Background: an optimization exercise with open tools, aiming at small area, a short achievable clock period and few clock cycles per item. Do not read the settings as production practice.
Function was checked by simulation only, so behaviour that the tests miss may differ from the original.
No activity file was given, so power comes from the tool's default toggle rates.

Setup of build 19:
==> flow/design.v (excerpt) <==
module mul_unit
(
    input  logic                  clk,
    input  logic                  rst,
    input  logic                  start,
    input  logic [1:0]            mul_type,
    input  logic [31:0]           a,
    input  logic [31:0]           b,
    input  logic [4:0]            arch_reg,
    input  logic [5:0]   phys_reg,
    input  logic [2:0]  rob,
    input  logic                  cdb_mul_ack,
    input  logic                  branch,
    output logic                  cdb_valid,
    output logic [2:0]  cdb_rob,
    output logic [4:0]            cdb_arch_reg,
    output logic [5:0]   cdb_phys_reg,
    output logic [31:0]           cdb_data,
    output logic [31:0]           cdb_ps1_rdata,
    output logic [31:0]           cdb_ps2_rdata,
    output logic                  done
);
Settings: LEC_CHECK=0, CAP_MARGIN=20, CORE_MARGIN=2, CORE_UTILIZATION=70, PLACE_DENSITY=0.85, SETUP_SLACK_MARGIN=0.65, SLEW_MARGIN=20, SYNTH_HIERARCHICAL=1, SYNTH_MINIMUM_KEEP_SIZE=0; clock period 5.0 ns.
standard.sh (not shown) runs the stock make flow with config.mk's settings and CLKGATE_MAP_FILE= SYNTH_SCRIPT=/design/flow/synth_recipe.tcl, a recipe that flattens the netlist after the stock synthesis.
==> flow/flow/run.sh <==
#!/bin/bash
# The standard ORFS layout (standard.sh) with two changes:
#  - the port buffers are sky130_fd_sc_hd__buf_1 instead of the cell
#    buffer_ports picks by itself (a slow delay cell);
#  - after the standard synthesis every combinational cell is set to its
#    drive-1 variant; floorplan/placement repair sizes up what timing needs.
set -euo pipefail
export BUFFER_PORTS_ARGS="-buffer_cell sky130_fd_sc_hd__buf_1"
RES=orfs/results/${FLOW_PLATFORM}/mul_unit/base
bash standard.sh synth > synth.log 2>&1
DS_ODB=$RES/1_synth.odb openroad -no_init -exit flow/downsize.tcl > downsize.log 2>&1
touch $RES/1_synth.sdc
bash standard.sh > standard.log 2>&1
==> flow/flow/downsize.tcl <==
# Set every combinational cell of the synthesized netlist to its drive-1
# variant; the resizer's repair steps size up what timing needs.
set odb_file $::env(DS_ODB)
read_db $odb_file
set db [ord::get_db]
set n 0
foreach inst [[ord::get_db_block] getInsts] {
  set m [[$inst getMaster] getName]
  if {[regexp {^(sky130_fd_sc_hd__[a-z0-9]+)_([0-9]+)$} $m -> base drive]} {
    if {$drive <= 1} continue
    if {[regexp {df|dl|sdf|edf|clk|conb|buf} $base]} continue
    set new [$db findMaster ${base}_1]
    if {$new == "NULL" || $new == ""} continue
    $inst swapMaster $new
    incr n
  }
}
puts "downsized $n cells"
write_db $odb_file
Build 19 closes out successfully: all stages finished, all timing, DRC and antenna checks passed.
Testbench counts of build 19, summed over its fixed seeds: cycles 7,208, ops 2,400.
[inputs] build 48 vs build 19
- CORE_UTILIZATION: 70 -> 40
- SETUP_SLACK_MARGIN: 0.65 -> 0.8
- PLACE_DENSITY: 0.85 -> unset
==> flow/flow/run.sh <==
#!/bin/bash
# The standard ORFS layout (standard.sh) with two changes:
#  - the port buffers are sky130_fd_sc_hd__buf_2 instead of the cell
#    buffer_ports picks by itself (a slow delay cell);
#  - after the standard synthesis every combinational cell is set to its
#    drive-1 variant; floorplan/placement repair sizes up what timing needs.
set -euo pipefail
export BUFFER_PORTS_ARGS="-buffer_cell sky130_fd_sc_hd__buf_2"
RES=orfs/results/${FLOW_PLATFORM}/mul_unit/base
bash standard.sh synth > synth.log 2>&1
DS_ODB=$RES/1_synth.odb openroad -no_init -exit flow/downsize.tcl > downsize.log 2>&1
touch $RES/1_synth.sdc
bash standard.sh > standard.log 2>&1
--- outcome ---
NOTE: buffer share of cell area in build 48 exceeds that of build 19. The standard cells in build 48 occupy more silicon area than those in build 19 do. | post-route clock period utilization | higher: build 19 |. Final routed wirelength across all metal layers, build 48 and build 19: smaller value in build 48. Non-clock buffer count, build 48 and build 19: higher on build 48. In build 48 the power turned out 0.41% lower than in build 19. Summary of build 48 over build 19: via count of the routed design fell by about 9%; number of hold violations in the final report barely changed. Worst-skew pair later-pin latency delta (build 19 -> build 48): insignificant.
For build 63, these inputs were changed with respect to build 48:
- putting PLACE_DENSITY at 0.75 where nothing was set
- swapping 40 for 60 in CORE_UTILIZATION
==> flow/flow/run.sh <==
#!/bin/bash
# The standard ORFS layout (standard.sh) with two changes:
#  - the port buffers are sky130_fd_sc_hd__buf_1 instead of the cell
#    buffer_ports picks by itself (a slow delay cell);
#  - after the standard synthesis every combinational cell is set to its
#    drive-1 variant; floorplan/placement repair sizes up what timing needs.
set -euo pipefail
export BUFFER_PORTS_ARGS="-buffer_cell sky130_fd_sc_hd__buf_1"
RES=orfs/results/${FLOW_PLATFORM}/mul_unit/base
bash standard.sh synth > synth.log 2>&1
DS_ODB=$RES/1_synth.odb openroad -no_init -exit flow/downsize.tcl > downsize.log 2>&1
touch $RES/1_synth.sdc
bash standard.sh > standard.log 2>&1
Notes after the runs:
Diff build 48 -> build 63 | number of tap instances | decrease of 190. Compared with build 48, build 63 shows a first-pass GRT wire length that is 1.4% lower. Switching share of total power in build 63 is 0.26 points above build 48.
Relative to build 63, the following input files were edited for build 1:
- changing CORE_UTILIZATION from 60 to 40
- changing SETUP_SLACK_MARGIN from 0.8 to 0.5
- removing PLACE_DENSITY (formerly 0.75)
==> flow/flow/run.sh <==
#!/bin/bash
# The standard ORFS layout (standard.sh) with two changes:
#  - the port buffers are sky130_fd_sc_hd__buf_2 instead of the cell
#    buffer_ports picks by itself (a slow delay cell);
#  - after the standard synthesis every combinational cell is set to its
#    drive-1 variant; floorplan/placement repair sizes up what timing needs.
set -euo pipefail
export BUFFER_PORTS_ARGS="-buffer_cell sky130_fd_sc_hd__buf_2"
RES=orfs/results/${FLOW_PLATFORM}/mul_unit/base
bash standard.sh synth > synth.log 2>&1
DS_ODB=$RES/1_synth.odb openroad -no_init -exit flow/downsize.tcl > downsize.log 2>&1
touch $RES/1_synth.sdc
bash standard.sh > standard.log 2>&1
NOTE horizontal extent of the die build 63->build 1 increased by more than 10%. Build 63 → build 1: portion of total power attributed to combinational logic has decreased, sequential share of layout area has increased, final area has decreased, share of cells above drive strength 1 has increased. In the reports for build 63 and build 1, the smaller clock tree buffer count of the final layout belongs to build 1. Number of cells traversed by the worst register-to-register path, build 63 and build 1, lower one = build 63. Looking at layout-stage area growth over the synthesis result, build 1 sits 4.5 points lower than build 63 does. On clock input transition at the sequential cells of the worst setup and hold paths, build 63 and build 1 are basically level. Overall routed net length | build 1 below build 63. On amount of wire on met2 after detailed routing: between build 63 and build 1, it ends up higher for build 63.

---

Another version of the RTL of mul_unit (not shown whole).
Size: about 1,300 cells after synthesis, ~0.016 mm2 of cells after synthesis.
// mul_unit
module mul_unit
(
    input  logic                  clk,
    input  logic                  rst,
    input  logic                  start,
    input  logic [1:0]            mul_type,
    input  logic [31:0]           a,
    input  logic [31:0]           b,
    input  logic [4:0]            arch_reg,
    input  logic [5:0]   phys_reg,
    input  logic [2:0]  rob,
    input  logic                  cdb_mul_ack,
    input  logic                  branch,
    output logic                  cdb_valid,
    output logic [2:0]  cdb_rob,
    output logic [4:0]            cdb_arch_reg,
    output logic [5:0]   cdb_phys_reg,
    output logic [31:0]           cdb_data,
    output logic [31:0]           cdb_ps1_rdata,
    output logic [31:0]           cdb_ps2_rdata,
    output logic                  done
);
export LEC_CHECK = 0
export CAP_MARGIN = 20
export CORE_MARGIN = 2
export CORE_UTILIZATION = 60
export CTS_BUF_LIST = sky130_fd_sc_hd__clkbuf_4 sky130_fd_sc_hd__clkbuf_8
export SETUP_SLACK_MARGIN = 0.65
export SLEW_MARGIN = 20
export SYNTH_HIERARCHICAL = 1
export SYNTH_MINIMUM_KEEP_SIZE = 0
create_clock -name core_clock -period 5.0 [get_ports {clk}]
==> flow/flow/run.sh <==
#!/bin/bash
# The standard ORFS layout (standard.sh) with two changes:
#  - the port buffers are sky130_fd_sc_hd__buf_1 instead of the cell
#    buffer_ports picks by itself (a slow delay cell);
#  - after the standard synthesis every combinational cell is set to its
#    drive-1 variant; floorplan/placement repair sizes up what timing needs.
set -euo pipefail
export BUFFER_PORTS_ARGS="-buffer_cell sky130_fd_sc_hd__buf_1"
RES=orfs/results/${FLOW_PLATFORM}/mul_unit/base
bash standard.sh synth > synth.log 2>&1
DS_ODB=$RES/1_synth.odb openroad -no_init -exit flow/downsize.tcl > downsize.log 2>&1
touch $RES/1_synth.sdc
bash standard.sh > standard.log 2>&1
Scripts as last shown in full above: flow/flow/downsize.tcl
The first run ran to the end with no violations.
Testbench counts at the start, summed over its fixed seeds: cycles 7,208, ops 2,400.
Change:
--- a/flow/config.mk
+++ b/flow/config.mk
@@ -10,3 +10,2 @@
 export CORE_UTILIZATION = 60
-export CTS_BUF_LIST = sky130_fd_sc_hd__clkbuf_4 sky130_fd_sc_hd__clkbuf_8
 export SETUP_SLACK_MARGIN = 0.65
=> The changed run produced a clean layout; synthesized cell count stays the same; design area climbs by 1.1%; setup slack gets better by 0.0092 ns; combinational power climbs by about 0.6%; wire length climbs by 0.33%; fmax hardly moves; worst hold slack gets worse by 0.0065 ns; sequential share of layout area drops by 0.24 points; register-to-register slack hardly moves.
Change:
--- a/flow/config.mk
+++ b/flow/config.mk
@@ -10,3 +10,3 @@
 export CORE_UTILIZATION = 60
-export SETUP_SLACK_MARGIN = 0.65
+export SETUP_SLACK_MARGIN = 0.9
 export SLEW_MARGIN = 20
Outcome: Worst setup slack gets better by 0.15 ns; die area does not change; clock power is about the same; clock-buffer cell count does not change; maximum frequency is higher by 3.6%; synthesized area stays the same; utilization came out higher by 3.8 points; routed wire length goes up by 4.2%; final cell count goes up by 4.5%; sequential cell count does not change; non-clock buffer count rose by 91.
Change:
--- a/flow/config.mk
+++ b/flow/config.mk
@@ -10,3 +10,4 @@
 export CORE_UTILIZATION = 60
-export SETUP_SLACK_MARGIN = 0.9
+export CTS_BUF_LIST = sky130_fd_sc_hd__clkbuf_8
+export SETUP_SLACK_MARGIN = 0.65
 export SLEW_MARGIN = 20
Routed wire length shrinks by 4.4%.
Cell count shrinks by about 4.4%.
Power falls by about 2.3%.
Die area does not change.
Global-route usage falls by 0.45 points.
Register-to-register slack loses 0.16 ns.
Via count came out lower by about 5%.
Change:
--- a/flow/config.mk
+++ b/flow/config.mk
@@ -10,4 +10,3 @@
 export CORE_UTILIZATION = 60
-export CTS_BUF_LIST = sky130_fd_sc_hd__clkbuf_8
-export SETUP_SLACK_MARGIN = 0.65
+export SETUP_SLACK_MARGIN = 0.45
 export SLEW_MARGIN = 20
Effect: Fmax decreases by a few percent; worst hold slack loses 0.028 ns; sequential cell count is unchanged; count of clock-buffer cells in the layout stays the same; sequential power is about the same.

[port drivers added, routing unchanged]
No port has a modelled driver above. Below, the same layouts with a new extraction and two added sets of constraints. Step 1 assumes that a clkbuf_16 drives the clock port and a buf_2 every other input. Step 2 times the ports against the registers' clock, not the clock port: input delays grow and output delays shrink by t, the midpoint of the rising clock arrivals with the driver on. Three values: ideal ports, drivers, drivers and shift; two values: the first two.
run	shift t [ns]	setup slack, ns	clock arrival spread, ns
build 19	0.488	0.357 / 0.357 / 0.357	0.020 / 0.020
build 48	0.506	0.853 / 0.853 / 0.853	0.012 / 0.013
build 63	0.485	0.843 / 0.817 / 0.843	0.026 / 0.027
build 1	0.508	0.608 / 0.608 / 0.608	0.014 / 0.014
the first run of note 2	0.518	0.768 / 0.768 / 0.768	0.027 / 0.027
the second run of note 2	0.494	0.777 / 0.777 / 0.777	0.016 / 0.016
the third run of note 2	0.494	0.924 / 0.924 / 0.924	0.021 / 0.021
the fourth run of note 2	0.518	0.768 / 0.768 / 0.768	0.027 / 0.027
the fifth run of note 2	0.486	0.606 / 0.569 / 0.606	0.019 / 0.020
After both steps setup and hold are still met in every run listed.
